This is an optimization exercise on Yosys and OpenROAD, whose aim is small area, not a production implementation.
At most, simulation tests tie the RTL to the original design; equivalence was not proved.
Power and IR drop assume default switching activity.

==> inputs of trial 71 <==
==> flow/design.v <==
module votingmachine(
    input reset,
    input clk,
    input mode,
    input button1,
    input button2,
    input button3,
    input button4,
    output [7:0] leds
);
    wire [3:0] btn = {button4, button3, button2, button1};
    reg  [3:0] st [0:3];
    wire [3:0] vv;
    genvar g;
    generate
        for (g = 0; g < 4; g = g + 1) begin : deb
            assign vv[g] = st[g][3] & st[g][2] & st[g][1];
            always @(posedge clk or posedge reset) begin
                if (reset) st[g] <= 4'd0;
                else if (btn[g]) begin
                    if (st[g] == 4'd10) st[g] <= 4'hF;
                    else if (st[g][3] & st[g][1] & st[g][0]) st[g] <= 4'hB;   
                    else if (st[g] == 4'hE) st[g] <= 4'd1;
                    else st[g] <= st[g] + 4'd1;
                end else begin
                    if (st[g] == 4'd10) st[g] <= 4'hE;
                    else st[g] <= 4'd0;
                end
            end
        end
    endgenerate
    wire       any = |vv;
    wire [1:0] idx = vv[0] ? 2'd0 : vv[1] ? 2'd1 : vv[2] ? 2'd2 : 2'd3;
    reg [7:0] cnt [0:3];
    generate
        for (g = 0; g < 4; g = g + 1) begin : vc
            always @(posedge clk or posedge reset) begin
                if (reset) cnt[g] <= 8'd0;
                else if (!mode && any && idx == g) cnt[g] <= cnt[g] + 8'd1;
            end
        end
    endgenerate
    reg [2:0] ds;
    always @(posedge clk or posedge reset) begin
        if (reset) ds <= 3'd0;
        else if (mode) ds <= any ? {1'b1, idx} : 3'd0;
        else ds <= {2'b00, any};
    end
    assign leds = ds[2] ? cnt[ds[1:0]] : {8{ds[0]}};
endmodule
==> flow/run.sh <==
#!/bin/bash
# synth_recipe.tcl (not shown) runs the flow's synth.tcl, then flattens the netlist and writes it again
# the make line also repeats each setting of config.mk as NAME=value (left out here)
make -C /OpenROAD-flow-scripts/flow DESIGN_CONFIG=/design/flow/config.mk WORK_HOME=/design/flow/orfs CLKGATE_MAP_FILE= SYNTH_SCRIPT=/design/flow/synth_recipe.tcl finish
==> flow/config.mk <==
export PLATFORM = sky130hd
export DESIGN_NAME = votingmachine
export DESIGN_NICKNAME = votingmachine
export VERILOG_FILES = /design/flow/design.v
export SDC_FILE = /design/flow/constraint.sdc
export NUM_CORES = 4
export LEC_CHECK = 0
export CAP_MARGIN = 20
export CORE_MARGIN = 2
export CORE_UTILIZATION = 40
export SLEW_MARGIN = 20
==> flow/constraint.sdc <==
create_clock -name core_clock -period 5.0 [get_ports {clk}]
set_input_delay 1.0000 -clock core_clock [delete_from_list [all_inputs] [get_ports {clk}]]
set_output_delay 1.0000 -clock core_clock [all_outputs]
set_load 0.01 [all_outputs]
==> trial 9 (differences from trial 71) <==
==> flow/design.v (replaced) <==
`timescale 1ns / 1ps
module votingmachine(
    input reset,
    input clk,
    input mode,
    input button1,
    input button2,
    input button3,
    input button4,
    output [7:0] leds
);
    wire any_valid_vote;
    wire valid_vote1;
    wire valid_vote2;
    wire valid_vote3;
    wire valid_vote4;
    wire [7:0] candidate1;
    wire [7:0] candidate2;
    wire [7:0] candidate3;
    wire [7:0] candidate4;
    buttonControl bc1(reset,clk,button1,valid_vote1); 
    buttonControl bc2(reset,clk,button2,valid_vote2); 
    buttonControl bc3(reset,clk,button3,valid_vote3); 
    buttonControl bc4(reset,clk,button4,valid_vote4); 
    assign any_valid_vote=valid_vote1|valid_vote2|valid_vote3|valid_vote4;
    vote_logger candidates_register(reset,clk,mode,valid_vote1,valid_vote2,valid_vote3,valid_vote4,candidate1,candidate2,candidate3,candidate4);
    modeControl mC(reset,clk,mode,any_valid_vote,valid_vote1,valid_vote2,valid_vote3,valid_vote4,candidate1,candidate2,candidate3,candidate4,leds);
endmodule
module buttonControl(
    input reset,
    input clk,
    input button,
    output reg valid_vote
    );
    reg [30:0] counter;
    always@(posedge clk or posedge reset) begin
        if(reset) counter<=0;
        else if(button & counter<11)
            counter<=counter+1;
        else if(!button) counter<=0;
    end 
    always@(posedge clk or posedge reset) begin
        if(reset) valid_vote<=0;
        else begin
            if(counter==10) valid_vote<=1;
            else valid_vote<=0;
        end
    end
endmodule
module vote_logger(
    input reset,
    input clk,
    input mode,
    input valid_vote1,
    input valid_vote2,
    input valid_vote3,
    input valid_vote4,
    output reg [7:0] candidate1,
    output reg [7:0] candidate2,
    output reg [7:0] candidate3,
    output reg [7:0] candidate4
);
    always@(posedge clk or posedge reset) begin
        if(reset) begin
            candidate1<=0;
            candidate2<=0;
            candidate3<=0;
            candidate4<=0;
        end
        else if(mode==0) begin
            if(valid_vote1) candidate1<=candidate1+1;
            else if(valid_vote2) candidate2<=candidate2+1;
            else if(valid_vote3) candidate3<=candidate3+1;
            else if(valid_vote4) candidate4<=candidate4+1;
        end
    end
endmodule
module modeControl(
    input reset,
    input clk,
    input mode,
    input any_valid_vote,
    input valid_vote1,
    input valid_vote2,
    input valid_vote3,
    input valid_vote4,
    input [7:0] candidate1,
    input [7:0] candidate2,
    input [7:0] candidate3,
    input [7:0] candidate4,
    output reg [7:0] leds
);
    always@(posedge clk or posedge reset) begin
        if(reset) leds<=0;
        else if(mode==0 & any_valid_vote) leds=8'hFF;
        else if(mode==0 & !any_valid_vote) leds=8'h00;
        else if(mode==1) begin
            if(valid_vote1) leds<=candidate1;
            else if(valid_vote2) leds<=candidate2;
            else if(valid_vote3) leds<=candidate3;
            else if(valid_vote4) leds<=candidate4;
            else leds<=0;
        end            
    end
endmodule
==> build 33 (differences from trial 71) <==
==> flow/design.v, changed modules only <==
module votingmachine(
    input reset,
    input clk,
    input mode,
    input button1,
    input button2,
    input button3,
    input button4,
    output [7:0] leds
);
    wire [3:0] btn = {button4, button3, button2, button1};
    wire [3:0] vv;
    genvar g;
    generate
        for (g = 0; g < 4; g = g + 1) begin : deb
            reg  [3:0] st;
            reg        nb, at10, v;
            always @(*) begin
                case (st)
                    4'b0001, 4'b0011, 4'b0101, 4'b1010: nb = 1'b0;
                    default:                            nb = 1'b1;
                endcase
                at10 = (st == 4'b1011) | (st == 4'b1110);
                v    = (st == 4'b0111) | (st == 4'b1000) | (st == 4'b1100);
            end
            assign vv[g] = v;
            always @(posedge clk or posedge reset) begin
                if (reset)       st <= 4'b0000;
                else if (btn[g]) st <= {st[2:0], nb};
                else             st <= {at10, 3'b000};
            end
        end
    endgenerate
    wire       any = |vv;
    wire [1:0] idx = vv[0] ? 2'd0 : vv[1] ? 2'd1 : vv[2] ? 2'd2 : 2'd3;
    wire [3:0] en;
    assign en[0] = !mode & vv[0];
    assign en[1] = !mode & !vv[0] & vv[1];
    assign en[2] = !mode & !vv[0] & !vv[1] & vv[2];
    assign en[3] = !mode & !vv[0] & !vv[1] & !vv[2] & vv[3];
    reg [7:0] cnt [0:3];
    generate
        for (g = 0; g < 4; g = g + 1) begin : vc
            wire [8:0] t;
            assign t[0] = en[g];
            genvar b;
            for (b = 0; b < 8; b = b + 1) begin : bt
                assign t[b+1] = t[b] & cnt[g][b];
            end
            always @(posedge clk or posedge reset) begin
                if (reset) cnt[g] <= 8'd0;
                else cnt[g] <= cnt[g] ^ t[7:0];
            end
        end
    endgenerate
    reg [2:0] ds;
    always @(posedge clk or posedge reset) begin
        if (reset) ds <= 3'd0;
        else if (mode) ds <= any ? {1'b1, idx} : 3'd0;
        else ds <= {2'b00, any};
    end
    assign leds = ds[2] ? cnt[ds[1:0]] : {8{ds[0]}};
endmodule
==> trial 15 (differences from trial 71) <==
==> flow/design.v, changed modules only <==
module votingmachine(
    input reset,
    input clk,
    input mode,
    input button1,
    input button2,
    input button3,
    input button4,
    output [7:0] leds
);
    wire [3:0] btn = {button4, button3, button2, button1};
    wire [3:0] vv;
    genvar g;
    generate
        for (g = 0; g < 4; g = g + 1) begin : deb
            reg  [3:0] st;
            reg        nb, at10, v;
            always @(*) begin
                case (st)
                    4'b0001, 4'b0011, 4'b0101, 4'b1010: nb = 1'b0;
                    default:                            nb = 1'b1;
                endcase
                at10 = (st == 4'b1011) | (st == 4'b1110);
                v    = (st == 4'b0111) | (st == 4'b1000) | (st == 4'b1100);
            end
            assign vv[g] = v;
            always @(posedge clk or posedge reset) begin
                if (reset)       st <= 4'b0000;
                else if (btn[g]) st <= {st[2:0], nb};
                else             st <= {at10, 3'b000};
            end
        end
    endgenerate
    wire       any = |vv;
    wire [1:0] idx = vv[0] ? 2'd0 : vv[1] ? 2'd1 : vv[2] ? 2'd2 : 2'd3;
    wire [3:0] en;
    assign en[0] = !mode & vv[0];
    assign en[1] = !mode & !vv[0] & vv[1];
    assign en[2] = !mode & !vv[0] & !vv[1] & vv[2];
    assign en[3] = !mode & !vv[0] & !vv[1] & !vv[2] & vv[3];
    reg [7:0] cnt [0:3];
    generate
        for (g = 0; g < 4; g = g + 1) begin : vc
            wire [8:0] t;
            assign t[0] = en[g];
            genvar b;
            for (b = 0; b < 8; b = b + 1) begin : bt
                assign t[b+1] = t[b] & cnt[g][b];
            end
            always @(posedge clk or posedge reset) begin
                if (reset) cnt[g] <= 8'd0;
                else cnt[g] <= cnt[g] ^ t[7:0];
            end
        end
    endgenerate
    reg [2:0] ds;
    always @(posedge clk or posedge reset) begin
        if (reset) ds <= 3'd0;
        else if (mode) ds <= any ? {1'b1, idx} : 3'd0;
        else ds <= {2'b00, any};
    end
    assign leds = ds[2] ? cnt[ds[1:0]] : {8{ds[0]}};
endmodule
==> flow/flow/run.sh (new file) <==
#!/bin/bash
# Standard ORFS layout (the standard.sh), with two changes:
#  - ports are buffered with the smallest buffer (buf_1) instead of the
#    default choice;
#  - CTS uses small clock buffers and inserts no dummy balancing loads.
set -euo pipefail
export BUFFER_PORTS_ARGS="-buffer_cell sky130_fd_sc_hd__buf_1"
export CTS_ARGS="-sink_clustering_enable -repair_clock_nets -dont_use_dummy_load -buf_list {sky130_fd_sc_hd__clkbuf_4}"
bash standard.sh > standard_flow.log 2>&1
==> flow/standard.sh (new file) <==
#!/bin/bash
# synth_recipe.tcl (not shown) runs the flow's synth.tcl, then flattens the netlist and writes it again
# the make line also repeats each setting of config.mk as NAME=value (left out here)
make -C /OpenROAD-flow-scripts/flow DESIGN_CONFIG=/design/flow/config.mk WORK_HOME=/design/flow/orfs CLKGATE_MAP_FILE= SYNTH_SCRIPT=/design/flow/synth_recipe.tcl "${@:-finish}"
--- a/flow/config.mk
+++ b/flow/config.mk
@@ -9,3 +9,3 @@
 export CORE_MARGIN = 2
-export CORE_UTILIZATION = 40
+export CORE_UTILIZATION = 70
 export SLEW_MARGIN = 20
removed: flow/run.sh
==> notes <==
In non-clock buffer count, trial 15 and trial 71 do not differ. Between trial 71 and trial 15, the lower cell count is in trial 15 (gap 37%, measured against trial 15). Combinational power: trial 71 < trial 9 < trial 15 < build 33. Of trial 71 and build 33, trial 71 has the higher global-route usage (gap 1.6 points). Final area: trial 15 < build 33 < trial 71 < trial 9. Between build 33 and trial 9, the lower hold slack is in build 33 (gap 0.0069 ns). Critical path depth: trial 71 is lower than trial 15 (1).
For trial 9, only the layout was checked, not whether the RTL still works.

## static timing again, ports no longer ideal
The flow's constraints put no driver on any port. The routed layouts listed below were extracted and timed again, unchanged, in two steps. Step 1, drivers: a clkbuf_16 drives clk and a buf_2 each remaining input, both assumed. Step 2 also shifts input and output timing later by t, the mid clock arrival at the registers, as if the neighbouring blocks saw the same clock. Slacks: ideal / step 1 / step 2; pairs: ideal / step 1.
| run | t, ns | slack for setup (ns) | worst setup path after step 2 |
|---|---|---|---|
| trial 71 | 0.332 | 1.731 / 1.703 / 2.035 | register to output |
| trial 9 | 0.455 | 2.700 / 2.694 / 2.259 | input to register |
| build 33 | 0.325 | 1.733 / 1.706 / 1.760 | input to register |
| trial 15 | 0.371 | 2.070 / 2.045 / 2.106 | input to register |
After both steps setup and hold are still met in every run listed. The setup slack of trial 9, which loses most, moves by -0.006 ns with the drivers and by -0.441 ns with both steps.
